Background: an optimization exercise with open tools, aiming at small area, a short achievable clock period and few clock cycles per item. Do not read the settings as production practice. Function was checked by simulation only, so behaviour that the tests miss may differ from the original.

==> flow/design.v (outline; a module is shown in full before it is edited, if it fits) <==
// module mult_fa: 4 lines
// module mult_ha: 4 lines
// module mult_xnor: 3 lines
// module mult_fac: 4 lines
// module mult_ao22: 3 lines
// module mult_bsel: 5 lines
// module mult_bseln: 5 lines
// module mult_benc: 4 lines
// module mult_gpn: 4 lines
// module mult_gn: 3 lines
// module mult_gpi: 4 lines
// module mult_gi: 3 lines
// module mult_pre: 2453 lines
// module mult_post: 1479 lines
// module mult_top: 39 lines
module mult_top (
    input  logic        clock,
    input  logic        reset,
    input  logic        in_valid,
    input  logic [31:0] in_rs1,
    input  logic [31:0] in_rs2,
    input  logic [5:0]  in_dest,
    input  logic [3:0]  in_bm,
    input  logic [2:0]  in_func,
    output logic        fu_free,
    input  logic [3:0]  b_mm_resolve,
    input  logic        b_mm_mispred,
    input  logic        cdb_gnt,
    output logic        out_valid,
    output logic [31:0] out_result,
    output logic [5:0]  out_dest
);
  // ...
==> flow/run.sh <==
#!/bin/bash
# synth_recipe.tcl (not shown) runs the flow's synth.tcl, then flattens the netlist and writes it again
# the make line also repeats each setting of config.mk as NAME=value (left out here)
make -C /OpenROAD-flow-scripts/flow DESIGN_CONFIG=/design/flow/config.mk WORK_HOME=/design/flow/orfs CLKGATE_MAP_FILE= SYNTH_SCRIPT=/design/flow/synth_recipe.tcl finish
==> flow/config.mk <==
export PLATFORM = sky130hd
export DESIGN_NAME = mult_top
export DESIGN_NICKNAME = mult_top
export VERILOG_FILES = /design/flow/design.v
export SDC_FILE = /design/flow/constraint.sdc
export NUM_CORES = 4
export LEC_CHECK = 0
export CAP_MARGIN = 20
export CORE_MARGIN = 2
export CORE_UTILIZATION = 65
export PLACE_DENSITY = 0.75
export SETUP_SLACK_MARGIN = 2.0
export SLEW_MARGIN = 20
export SYNTH_HIERARCHICAL = 1
export SYNTH_MINIMUM_KEEP_SIZE = 0
==> flow/constraint.sdc <==
create_clock -name core_clock -period 6.5 [get_ports {clock}]
set_input_delay 1.3000 -clock core_clock [delete_from_list [all_inputs] [get_ports {clock}]]
set_output_delay 1.3000 -clock core_clock [all_outputs]
set_load 0.01 [all_outputs]
==> results.tsv, run 1 <==
stage	metric	value	unit
logic_synthesis	synthAdderAreaFrac	34.6	%
clock_tree	htree_num_levels	4	
clock_tree	cts_max_path_buffers	2	
floorplanning	initial_utilization	66.0	%
logic_synthesis	ys_seq_elements	151	
placed_design	place_ws	0.559	ns
clock_tree	cts-root-buf	clkbuf_16	
logic_synthesis	yosysTopAreaCellShare	30.9	%
logic_synthesis	synth_area_leaders	fa_1, xor2_1, a22o_1	
run_status	stop_stage	global routing	
logic_synthesis	synth_flop_cell	edfxtp_1	
global_route	grt_start_max_net_pins	80	
logic_synthesis	syn_area_per_cell	11.2	sq um
logic_synthesis	synth_top_family_by_area	adder cells	
placed_design	hpwlAfterDp	83.5	mm
logic_synthesis	synth.distinct_cells	41	
logic_synthesis	synthMuxAreaShare	0.0367	%
clock_tree	numCtsBuffers	17	
logic_synthesis	ys_async_sr_fraction	0	%
logic_synthesis	synth-compound-area-share	25.7	%
logic_synthesis	synth_largest_area_cell	fa_1	
floorplanning	io_pins	126	
logic_synthesis	yosysSeqAreaShare	14.6	%
logic_synthesis	yosysMostFrequentCell	xor2_1	
logic_synthesis	synth_xor_area_share	19.0	%
placed_design	postPlaceCellArea	34700	sq um
run_status	status	stopped before the end	
run_status	error	[ERROR GRT-0232] Routing congestion too high. Check the congestion heatmap in the GUI.	
Testbench counts, summed over its fixed seeds: cycles 6,414, items 4,800.
==> inputs of run 2 (changes only) <==
--- a/flow/config.mk
+++ b/flow/config.mk
@@ -7,9 +7,10 @@
 export LEC_CHECK = 0
 export CAP_MARGIN = 20
 export CORE_MARGIN = 2
-export CORE_UTILIZATION = 65
-export PLACE_DENSITY = 0.75
-export SETUP_SLACK_MARGIN = 2.0
+export CORE_UTILIZATION = 50
+export CTS_BUF_LIST = sky130_fd_sc_hd__clkbuf_4 sky130_fd_sc_hd__clkbuf_8
+export PLACE_DENSITY = 0.65
+export SETUP_SLACK_MARGIN = 1.5
 export SLEW_MARGIN = 20
 export SYNTH_HIERARCHICAL = 1
 export SYNTH_MINIMUM_KEEP_SIZE = 0
==> run 2 against run 1 <==
Compared with the run above: the run now finishes clean; synthesized cell count stayed put; area after synthesis stayed put.
==> results.tsv, run 2 <==
stage	metric	value	unit	change
run_status	status	finished clean		
logic_synthesis	yosysTopAreaCellShare	30.9	%	unchanged
timing	worstMarginPinSlew	0.969	ns	
logic_synthesis	synth-edff-count	146		
timing	period_minus_slack	5.12	ns	
timing	finalWorstSetupSlack	1.38	ns	
timing	tns	0	ns	
cells_and_area	syn_to_final_growth	21.5	%	
critical_path	reg2reg_slack	3.87	ns	
critical_path	setup.worst_path.end_class	primary output		
floorplanning	initial_utilization	50.7	%	-15 points
placed_design	dp.cells	3813		
logic_synthesis	synth_area_leaders	fa_1, xor2_1, a22o_1		
cells_and_area	final_nets	3808		
critical_path	r2r_end	t_q[25]		
floorplanning	coreArea	60600	sq um	
global_route	grt_start_max_net_pins	81		
run	maxCapViolCount	0		
global_route	grt_overflow	0		
drt	drc	0		
critical_path	worstSetupPathType	reg -> out		
floorplanning	dieArea	63400	sq um	
placed_design	gp_congestion	1.01		
cells_and_area	top_register	t_q		
cells_and_area	fin_area	37300	sq um	
cells_and_area	utilization	61.6	%	
global_route	antenna_found_initial	4		
timing	holdWs	0.497	ns	
logic_synthesis	yosysWarnings	7		
clock_tree	clk_latency	0.48	ns	
placed_design	hpwlAfterDp	82.9	mm	-0.71%
critical_path	crit_buf_inv	1		
critical_path	crit_chain	fa_2 -> fa_2 -> ha_4 -> nand2_8 -> nor2_4 -> nand2_4 -> nor2_4 -> nand2_1 -> o21ai_2 -> xor2_1 -> nor2_1 -> a31oi_2 -> buf_2		
floorplanning	num_rows	90		
cells_and_area	final_cell_mix	xor2_1, a22o_1, fa_1		
logic_synthesis	yosysSeqAreaShare	14.6	%	unchanged
cells_and_area	top_regs	t_q (139), out_dest (6), bm_q (4)		
timing	setup-violations-final	0		
critical_path	startpoint_type	flip-flop		
clock_tree	cts_max_path_buffers	2		unchanged
drt	ant_nets	0		
clock_tree	cts.sinks	151		
drt	wl_per_cell	28.8	um	
logic_synthesis	synth_cells	2744		
critical_path	path_max_fanout	4		
logic_synthesis	syn_area_per_cell	11.2	sq um	unchanged
critical_path	worstSetupStartpoint	t_q[73]		
timing	hold_viol_final	0		
drt	via_per_inst	6.60		
logic_synthesis	ys_seq_elements	151		unchanged
hold_path	holdPathStages	2		
cells_and_area	fin_cells	3952		
hold_path	hold_end	bm_q[0]		
logic_synthesis	yosysMostFrequentCell	xor2_1		
global_route	grt_usage	35.6	%	
drt	vias	26100		
critical_path	r2r_cells	4		
hold_path	hp-start	bm_q[0]		
timing	fmax	195	MHz	
critical_path	slowest_stage	fa_2		
logic_synthesis	syn_area	30700	sq um	
hold_path	hp-class	reg -> reg		
cells_and_area	largest_reg_flops	139		
clock_tree	clk_pin_slew	0.08	ns	
critical_path	cp.depth	13		
critical_path	slowest_delay	0.61	ns	
clock_tree	numCtsBuffers	17		unchanged
critical_path	critical_path.top_delay_family	adder cells		
critical_path	r2r-start	v_q		
drt	drt_pass1_iterations	5		
placed_design	place_ws	0.499	ns	-0.0599 ns
drt	routed_wl	114	mm	
critical_path	arrival	3.82	ns	
timing	rsz0062_at_grt	yes		
clock_tree	cts_tree	yes		
timing	maxSlewViolCount	0		
logic_synthesis	ys_async_sr_fraction	0	%	unchanged
global_route	grt_pass1_wl	170	mm	
logic_synthesis	synth_commonest_cells	xor2_1, a22o_1, fa_1		
clock_tree	htree_num_levels	4		unchanged
timing	fin_crit_sh	78.8	%	
cells_and_area	drive_gt1_share	26.6	%	
drt	drt_iter0_drc	2711		
critical_path	crit_required	5.20	ns	
floorplanning	die_w	252	um	
timing	finalClockSkew	0.0132	ns	
floorplanning	die_h	252	um	
clock_tree	cts-root-buf	clkbuf_8		
logic_synthesis	synth_largest_area_cell	fa_1		
global_route	first_global_vias	27500		
timing	slew_headroom	35.4	%	
placed_design	postPlaceCellArea	34700	sq um	about the same
logic_synthesis	synth_flop_cell	edfxtp_1		
cells_and_area	mostFrequentLayoutCell	xor2_1		
floorplanning	io_pins	126		unchanged
logic_synthesis	synth.distinct_cells	41		unchanged
placed_design	io_buffers	124		
run 2: cell counts after synthesis:
Identical to the previous run, type by type.
run 2: cell type report:
class                      instances  area, sq um
antenna                            1         2.50
sequential                       151         4480
clock inverter                    13         98.8
clock buffer                      19          249
inverter                          62          238
fill                            5043        23300
timing repair buffer             382         3590
tap                              782          978
multi-input combinational       2542        27700
run 2: Yosys stat by module (local to each module, per instance), a selection:
module | area [sq um] | cells inside | flops+latches
mult_benc | 31.3 | 4 | 0
mult_gpi | 12.5 | 2 | 0
mult_gpn | 12.5 | 2 | 0
mult_top | 4620 | 172 | 151
mult_ao22 | 8.76 | 1 | 0
mult_xnor | 8.76 | 1 | 0
mult_bsel | 8.76 | 1 | 0
mult_ha | 12.5 | 1 | 0
mult_gi | 5.00 | 1 | 0
mult_fa | 20.0 | 1 | 0
mult_gn | 8.76 | 1 | 0
mult_post | 2000 | 288 | 0
mult_fac | 6.26 | 1 | 0
mult_pre | 28.8 | 4 | 0
run 2: worst register-to-register path: stages, from the launching register on:
cell	delay, ns
dfxtp_1	0.32
and2b_1	0.22
inv_6	0.32
buf_4	0.50
buf_4	0.82
run 2: routing by layer:
metal	vias up	track usage, %	wire length (um)
li1	10800	-	-
met1	13200	48.5	45700
met2	1746	56.1	52100
met3	308	7.38	11600
met4	0	13.8	4480
met5	-	0	0
run 2: what timing repair did:
item | CTS | global route
pin swaps | 67 | 56
setup endpoints to repair | 100 | 74
hold endpoints to repair | 0 | 0
hold buffers | 0 | 0
buffers inserted | 89 | 11
gates cloned | 4 | 2
gates resized for setup | 292 | 146
run 2: kinds of logic (layout without fill, tap and decap cells):
group / after synthesis / after routing / synth area share (%)
buf+inv: 72 / 476 / 0.921
xor+xnor: 668 / 668 / 19.0
other cells: 1 / 21 / 0.0122
simple gates: 363 / 363 / 4.99
flops: 151 / 151 / 14.6
compound gates: 922 / 924 / 25.7
fa+ha+maj: 566 / 566 / 34.6
mux: 1 / 1 / 0.0367
run 2: how the worst max path moves through the flow:
stage	to	slack, ns
finish	out_result[6]	1.38
detailed placement	t_q[47]	0.50
global placement	t_q[47]	0.53
global route	out_result[6]	1.24
CTS	out_result[6]	1.24
floorplan	t_q[117]	0.83
==> inputs of run 3 (changes only) <==
==> flow/flow/run.sh (new file) <==
#!/bin/bash
# The standard layout (standard.sh) with two changes to how it is made:
# the input and output ports get plain buf_2 buffers (buffer_ports would
# otherwise pick a delay cell), and clock-tree synthesis inserts no dummy
# loads.  The full make output goes to standard.log in the work folder.
set -euo pipefail
export BUFFER_PORTS_ARGS="-buffer_cell sky130_fd_sc_hd__buf_2"
export CTS_ARGS="-sink_clustering_enable -repair_clock_nets -dont_use_dummy_load -buf_list {sky130_fd_sc_hd__clkbuf_4 sky130_fd_sc_hd__clkbuf_8}"
bash standard.sh > standard.log 2>&1
==> flow/standard.sh (new file) <==
#!/bin/bash
# synth_recipe.tcl (not shown) runs the flow's synth.tcl, then flattens the netlist and writes it again
# the make line also repeats each setting of config.mk as NAME=value (left out here)
make -C /OpenROAD-flow-scripts/flow DESIGN_CONFIG=/design/flow/config.mk WORK_HOME=/design/flow/orfs CLKGATE_MAP_FILE= SYNTH_SCRIPT=/design/flow/synth_recipe.tcl "${@:-finish}"
removed: flow/run.sh
==> run 3 against run 2 <==
Compared with the run above: global-route usage is 1.9 points higher; setup slack improved by 0.058 ns; still clean on timing, DRC and antenna; highest routed layer is now met5; synthesized cell count stayed put; core utilization is 2.4 points lower; critical path type unchanged; critical endpoint is now out_result[7]; first-iteration DRC count up 15%.
==> results.tsv, run 3 <==
stage	metric	value	unit	change
timing	period_minus_slack	5.06	ns	-0.0581 ns
drt	routed_wl	121	mm	+6.2%
timing	hold_viol_final	0		unchanged
critical_path	arrival	3.76	ns	-0.06 ns
logic_synthesis	synth_commonest_cells	xor2_1, a22o_1, fa_1		
logic_synthesis	yosysSeqAreaShare	14.6	%	unchanged
logic_synthesis	synth_cells	2744		unchanged
global_route	grt_start_max_net_pins	61		-25%
floorplanning	initial_utilization	50.7	%	unchanged
global_route	first_global_vias	27500		-0.0073%
logic_synthesis	synth_flop_cell	edfxtp_1		
cells_and_area	largest_reg_flops	139		unchanged
timing	slew_headroom	25.3	%	-10 points
global_route	antenna_found_initial	3		-1
clock_tree	htree_num_levels	4		unchanged
timing	worstMarginPinSlew	1.12	ns	+0.151 ns
cells_and_area	fin_cells	3868		-2.1%
floorplanning	die_h	252	um	unchanged
drt	via_per_inst	6.84		+3.7%
critical_path	setup.worst_path.end_class	primary output		
floorplanning	num_rows	90		unchanged
timing	maxSlewViolCount	0		unchanged
critical_path	worstSetupPathType	reg -> out		
logic_synthesis	syn_area	30700	sq um	unchanged
critical_path	path_max_fanout	4		unchanged
logic_synthesis	syn_area_per_cell	11.2	sq um	unchanged
clock_tree	clk_pin_slew	0.09	ns	about the same
timing	finalClockSkew	0.0370	ns	+0.0238 ns
cells_and_area	fin_area	35900	sq um	-3.8%
logic_synthesis	ys_async_sr_fraction	0	%	unchanged
hold_path	hp-class	reg -> reg		
critical_path	crit_required	5.20	ns	about the same
global_route	grt_pass1_wl	175	mm	+3.0%
placed_design	io_buffers	124		unchanged
cells_and_area	syn_to_final_growth	16.9	%	
cells_and_area	final_cell_mix	xor2_1, a22o_1, fa_1		
placed_design	postPlaceCellArea	33700	sq um	-2.8%
floorplanning	io_pins	126		unchanged
floorplanning	dieArea	63400	sq um	unchanged
drt	drc	0		unchanged
timing	tns	0	ns	unchanged
logic_synthesis	synth_largest_area_cell	fa_1		
timing	finalWorstSetupSlack	1.44	ns	+0.0581 ns
placed_design	place_ws	0.704	ns	+0.205 ns
drt	vias	26500		+1.5%
floorplanning	coreArea	60600	sq um	unchanged
drt	ant_nets	0		unchanged
cells_and_area	top_register	t_q		
placed_design	dp.cells	3764		-1.3%
clock_tree	cts_tree	yes		
clock_tree	cts_hold_buf	0		unchanged
cells_and_area	final_nets	3738		-1.8%
timing	holdWs	0.496	ns	-0.000835 ns
logic_synthesis	synth-edff-count	146		unchanged
logic_synthesis	yosysWarnings	7		unchanged
cells_and_area	utilization	59.2	%	-2.4 points
placed_design	gp_congestion	0.981		-3.0%
timing	fmax	198	MHz	+1.1%
logic_synthesis	ys_seq_elements	151		unchanged
logic_synthesis	synth_area_leaders	fa_1, xor2_1, a22o_1		
timing	rsz0062_at_grt	yes		
clock_tree	cts.sinks	151		unchanged
clock_tree	cts-root-buf	clkbuf_8		
floorplanning	die_w	252	um	unchanged
logic_synthesis	yosysMostFrequentCell	xor2_1		
timing	fin_crit_sh	77.9	%	-0.89 points
timing	setup-violations-final	0		unchanged
clock_tree	clk_latency	0.49	ns	about the same
drt	drt_pass1_iterations	7		+2
critical_path	startpoint_type	flip-flop		
placed_design	hpwlAfterDp	82.5	mm	-0.54%
global_route	grt_overflow	0		unchanged
run_status	status	finished clean		
drt	wl_per_cell	31.3	um	+8.5%
global_route	grt_usage	37.5	%	+1.9 points
cells_and_area	top_regs	t_q (139), out_dest (6), bm_q (4)		
logic_synthesis	yosysTopAreaCellShare	30.9	%	unchanged
run	maxCapViolCount	0		unchanged
cells_and_area	drive_gt1_share	26.6	%	about the same
cells_and_area	mostFrequentLayoutCell	xor2_1		
drt	drt_iter0_drc	3109		+15%
logic_synthesis	synth.distinct_cells	41		unchanged
clock_tree	cts_max_path_buffers	2		unchanged
clock_tree	numCtsBuffers	17		unchanged
[run 3: cell counts after synthesis]
No cell type changed its count.
[run 3: final timing paths]
path | startpoint | end | slack (ns) | cells past startpoint
setup / recovery | t_q[82] | out_result[7] | 1.44 | 14
hold / removal | bm_q[1] | bm_q[1] | 0.50 | 2
setup reg to reg | v_q | t_q[0] | 4.39 | 3
hold reg to reg | bm_q[1] | bm_q[1] | 0.50 | 2
[run 3: area by class of cell]
type                            count  area, sq um
Fill cell                        5128        24700
Inverter                           62          238
Clock buffer                       17          234
Antenna cell                        2         5.00
Sequential cell                   151         4480
Tap cell                          782          978
Timing Repair Buffer              301         2230
Multi-Input combinational cell   2553        27700
[run 3: worst max-delay path, stage by stage, from the launching register on]
cell and delay (ns):
edfxtp_1 0.40, fa_1 0.59, fa_2 0.46, ha_4 0.37
nand2_4 0.10, nor2_4 0.19, nand2_4 0.11, nor2_4 0.14
buf_4 0.13, a21oi_2 0.05, o21ai_2 0.09, xor2_2 0.28
nor2_1 0.07, a31oi_1 0.14, buf_2 0.15
[run 3: layer usage]
| metal | share of wire (%) | vias up | global-route usage [%] | wire length (um) |
|---|---|---|---|---|
| met5 | 0.015 | - | 0 | 18 |
| met4 | 6.2 | 2 | 19.9 | 7560 |
| met3 | 11 | 508 | 9.01 | 12800 |
| met2 | 45 | 1927 | 58.9 | 54800 |
| met1 | 38 | 13300 | 48.1 | 45900 |
| li1 | - | 10700 | - | - |
[run 3: modules after synthesis, one instance, submodules excluded, excerpt]
module / cell area, sq um / flops+latches / times used / cells
mult_fac: 6.26 / 0 / 16 / 1
mult_gpn: 12.5 / 0 / 131 / 2
mult_gpi: 12.5 / 0 / 100 / 2
mult_top: 4620 / 151 / 1 / 172
mult_ao22: 8.76 / 0 / 576 / 1
mult_bsel: 8.76 / 0 / 560 / 1
mult_fa: 20.0 / 0 / 474 / 1
mult_pre: 28.8 / 0 / 1 / 4
mult_post: 2000 / 0 / 1 / 288
mult_xnor: 8.76 / 0 / 32 / 1
[run 3: logic make-up after synthesis]
group | after synthesis | synth area share, %
XOR/XNOR | 668 | 19.0
AND/OR/NAND/NOR | 363 | 4.99
multiplexers | 1 | 0.0367
adder cells (fa/ha/maj) | 566 | 34.6
AO/OA/AOI/OAI | 922 | 25.7
flip-flops | 151 | 14.6
buffers and inverters | 72 | 0.921
other | 1 | 0.0122
[run 3: timing repair]
action,4_1_cts,5_1_grt
pin swaps,36,47
cloned,9,4
resized for setup,119,111
buffers inserted,38,34
endpoints found under the setup margin,72,68
==> inputs of run 4 (changes only) <==
--- a/flow/config.mk
+++ b/flow/config.mk
@@ -10,7 +10,7 @@
 export CORE_UTILIZATION = 50
 export CTS_BUF_LIST = sky130_fd_sc_hd__clkbuf_4 sky130_fd_sc_hd__clkbuf_8
 export PLACE_DENSITY = 0.65
-export SETUP_SLACK_MARGIN = 1.5
+export SETUP_SLACK_MARGIN = 2.0
 export SLEW_MARGIN = 20
 export SYNTH_HIERARCHICAL = 1
 export SYNTH_MINIMUM_KEEP_SIZE = 0
==> run 4 against run 3 <==
Compared with the run above: synthesized cell count unchanged; die area unchanged; clock skew about the same; global-route usage decreased by 0.89 points; still clean on timing, DRC and antenna; first-iteration DRC count increased by 7.8%; count of clock-buffer cells in the layout unchanged.
==> results.tsv, run 4 <==
stage	metric	value	unit	change
global_route	grt_usage	36.6	%	-0.89 points
cells_and_area	top_register	t_q		
critical_path	r2r-start	v_q		
cells_and_area	fill_cells	4719		-8.0%
drt	routed_wl	119	mm	-1.6%
timing	finalClockSkew	0.0366	ns	-0.000406 ns
timing	tns	0	ns	unchanged
logic_synthesis	synth-compound-area-share	25.7	%	unchanged
clock_tree	cts_max_path_buffers	2		unchanged
timing	setup-violations-final	0		unchanged
cells_and_area	fin_area	39200	sq um	+9.3%
logic_synthesis	yosys.area_share.simple	4.99	%	unchanged
logic_synthesis	yosysWarnings	7		unchanged
floorplanning	initial_utilization	50.7	%	unchanged
floorplanning	die_w	252	um	unchanged
placed_design	hpwlAfterDp	83.6	mm	+1.4%
logic_synthesis	synthMuxAreaShare	0.0367	%	unchanged
floorplanning	num_rows	90		unchanged
timing	fmax	198	MHz	+0.18%
clock_tree	clk_latency	0.48	ns	about the same
logic_synthesis	syn_area_per_cell	11.2	sq um	unchanged
drt	via_per_inst	6.65		-2.8%
logic_synthesis	yosysTopAreaCellShare	30.9	%	unchanged
clock_tree	htree_num_levels	4		unchanged
logic_synthesis	synth-edff-count	146		unchanged
hold_path	hp-start	bm_q[0]		
drt	drc	0		unchanged
critical_path	crit_required	5.20	ns	about the same
hold_path	holdPathStages	2		unchanged
timing	worstMarginPinSlew	0.717	ns	-0.403 ns
critical_path	path_max_fanout	4		unchanged
clock_tree	cts.sinks	151		unchanged
cells_and_area	drive_gt1_share	36.8	%	+10 points
cells_and_area	ff_latch_area	4480	sq um	unchanged
global_route	grt_overflow	0		unchanged
drt	drt_pass1_iterations	7		unchanged
logic_synthesis	synth_cells	2744		unchanged
critical_path	startpoint_type	flip-flop		
logic_synthesis	synth_area_leaders	fa_1, xor2_1, a22o_1		
logic_synthesis	synth_flop_cell	edfxtp_1		
global_route	first_global_vias	27400		-0.35%
logic_synthesis	synth.distinct_cells	41		unchanged
global_route	grt_start_max_net_pins	68		+11%
logic_synthesis	synth_commonest_cells	xor2_1, a22o_1, fa_1		
logic_synthesis	ys_async_sr_fraction	0	%	unchanged
floorplanning	dieArea	63400	sq um	unchanged
timing	finalWorstSetupSlack	1.45	ns	+0.00906 ns
timing	period_minus_slack	5.05	ns	-0.00906 ns
cells_and_area	top_regs	t_q (139), out_dest (6), bm_q (4)		
critical_path	worstSetupPathType	reg -> out		
cells_and_area	syn_to_final_growth	27.7	%	
drt	drt_iter0_drc	3350		+7.8%
logic_synthesis	synth_largest_area_cell	fa_1		
critical_path	arrival	3.75	ns	about the same
critical_path	r2r_cells	3		unchanged
logic_synthesis	synthAdderAreaFrac	34.6	%	unchanged
floorplanning	io_pins	126		unchanged
placed_design	io_buffers	124		unchanged
critical_path	setup.worst_path.end_class	primary output		
timing	hold_viol_final	0		unchanged
hold_path	hp-class	reg -> reg		
timing	rsz0062_at_grt	yes		
clock_tree	cts-root-buf	clkbuf_8		
critical_path	reg2reg_slack	4.44	ns	+0.05 ns
floorplanning	coreArea	60600	sq um	unchanged
cells_and_area	largest_reg_flops	139		unchanged
placed_design	gp_congestion	1.05		+6.8%
clock_tree	cts_tree	yes		
clock_tree	clk_pin_slew	0.08	ns	about the same
timing	slew_headroom	52.2	%	+27 points
cells_and_area	final_nets	3880		+3.8%
placed_design	place_ws	0.828	ns	+0.125 ns
timing	fin_crit_sh	77.7	%	-0.14 points
cells_and_area	mostFrequentLayoutCell	a22o_1		
run_status	status	finished clean		
timing	maxSlewViolCount	0		unchanged
floorplanning	die_h	252	um	unchanged
cells_and_area	final_cell_mix	a22o_1, xor2_1, fa_1		
global_route	antenna_found_initial	3		unchanged
cells_and_area	multi_input_area	28600	sq um	+3.3%
run	maxCapViolCount	0		unchanged
drt	vias	26700		+0.75%
global_route	grt_pass1_wl	173	mm	-1.4%
logic_synthesis	yosysMostFrequentCell	xor2_1		
critical_path	r2r_end	t_q[69]		
logic_synthesis	ys_seq_elements	151		unchanged
logic_synthesis	synth_top_family_by_area	adder cells		
clock_tree	numCtsBuffers	17		unchanged
logic_synthesis	yosysSeqAreaShare	14.6	%	unchanged
logic_synthesis	syn_area	30700	sq um	unchanged
cells_and_area	utilization	64.7	%	+5.5 points
drt	wl_per_cell	29.7	um	-5.0%
placed_design	postPlaceCellArea	34100	sq um	+1.3%
hold_path	hold_end	bm_q[0]		
drt	ant_nets	0		unchanged
logic_synthesis	synth_xor_area_share	19.0	%	unchanged
==> run 4: layout make-up <==
type                    instances  share of cell area (%)
diodes                          1                 0.00638
clock buffers                  17                   0.597
repair buffers                451                    11.8
well taps                     782                    2.50
inverters                      62                   0.606
multi-input cells            2545                    73.0
flip-flops and latches        151                    11.4
==> run 4: worst max path at each step <==
stage	start	end	slack, ns	cells after the start
2_1_floorplan	in_rs2[31]	t_q[117]	0.83	10
3_3_place_gp	in_rs2[15]	t_q[45]	0.90	12
3_5_place_dp	in_rs2[11]	t_q[49]	0.83	12
4_1_cts	t_q[66]	out_result[6]	1.36	13
5_1_grt	t_q[66]	out_result[22]	1.25	14
6_report	t_q[66]	out_result[29]	1.45	16
==> run 4: kinds of logic (layout without fill, tap and decap cells) <==
kind of cell             count (synthesis)  after routing
AO/OA/AOI/OAI                          922            925
XOR/XNOR                               668            670
adder cells (fa/ha/maj)                566            566
buffers and inverters                   72            530
flip-flops                             151            151
multiplexers                             1              1
other                                    1             21
AND/OR/NAND/NOR                        363            363
==> run 4: critical path, stage by stage (launching register included) <==
cell	delay (ns)
edfxtp_1	0.39
fa_1	0.57
fa_1	0.46
ha_4	0.36
buf_6	0.13
nand2_8	0.06
nor2_4	0.15
buf_4	0.14
a21oi_4	0.07
o21ai_2	0.18
inv_1	0.07
o21ai_2	0.12
a21oi_2	0.05
xnor2_1	0.15
nor2_1	0.05
a21oi_1	0.15
buf_2	0.16
==> run 4: layer usage <==
layer | global-route usage (%) | part of all wire (%) | vias to the layer above
li1 | - | - | 10900
met5 | 0 | 0.011 | -
met1 | 49.0 | 39 | 13500
met2 | 57.2 | 45 | 1861
met4 | 16.7 | 5.3 | 2
met3 | 7.81 | 10 | 363
==> run 4: what timing repair did <==
action                                  in CTS  in global routing
buffers inserted                           162                 33
resized for setup                          307                239
pin swaps                                  102                107
gates cloned                                14                  4
hold buffers                                 0                  0
endpoints found under the setup margin     134                 69
==> run 4: Yosys stat by module, one instance, submodules excluded, a selection <==
module	flops+latches	cells inside
mult_post	0	288
mult_gn	0	1
mult_ha	0	1
mult_ao22	0	1
mult_fa	0	1
mult_fac	0	1
mult_top	151	172
mult_benc	0	4
mult_xnor	0	1
mult_gi	0	1
mult_pre	0	4
==> run 4: through the flow <==
step                      std cells  hold slack (ns)
after floorplan                2763            0.459
after global placement         3778            0.472
after detailed placement       3778            0.494
after CTS                      3971            0.509
after global routing           4009            0.533
final                          4009            0.501

separate check: timing with driven ports:
The flow's constraints put no driver on any port. The routed layouts listed below were extracted and timed again, unchanged, in two steps. Step 1 assumes that a clkbuf_16 drives the clock port and a buf_2 every other input. Step 2, shift: input delay + t, output delay - t, t = (earliest + latest rising clock arrival at the registers) / 2. This alone moves slack from input paths to output paths. a / b / c = ideal ports / drivers / drivers and shift; a / b = the first two.
run | t, ns | setup slack, ns | worst hold slack (ns) | worst setup path at the end | clock arrival spread, ns
run 2 | 0.531 | 1.381 / 1.324 / 0.960 | 0.497 / 0.497 / 0.497 | input to register | 0.020 / 0.020
run 3 | 0.526 | 1.439 / 1.385 / 0.945 | 0.496 / 0.496 / 0.496 | input to register | 0.039 / 0.039
run 4 | 0.516 | 1.448 / 1.391 / 1.306 | 0.501 / 0.501 / 0.501 | input to register | 0.036 / 0.037
After both steps every run listed still meets setup and hold. For run 3, which loses most, drivers alone change the setup slack by -0.054 ns; drivers and shift together by -0.494 ns.
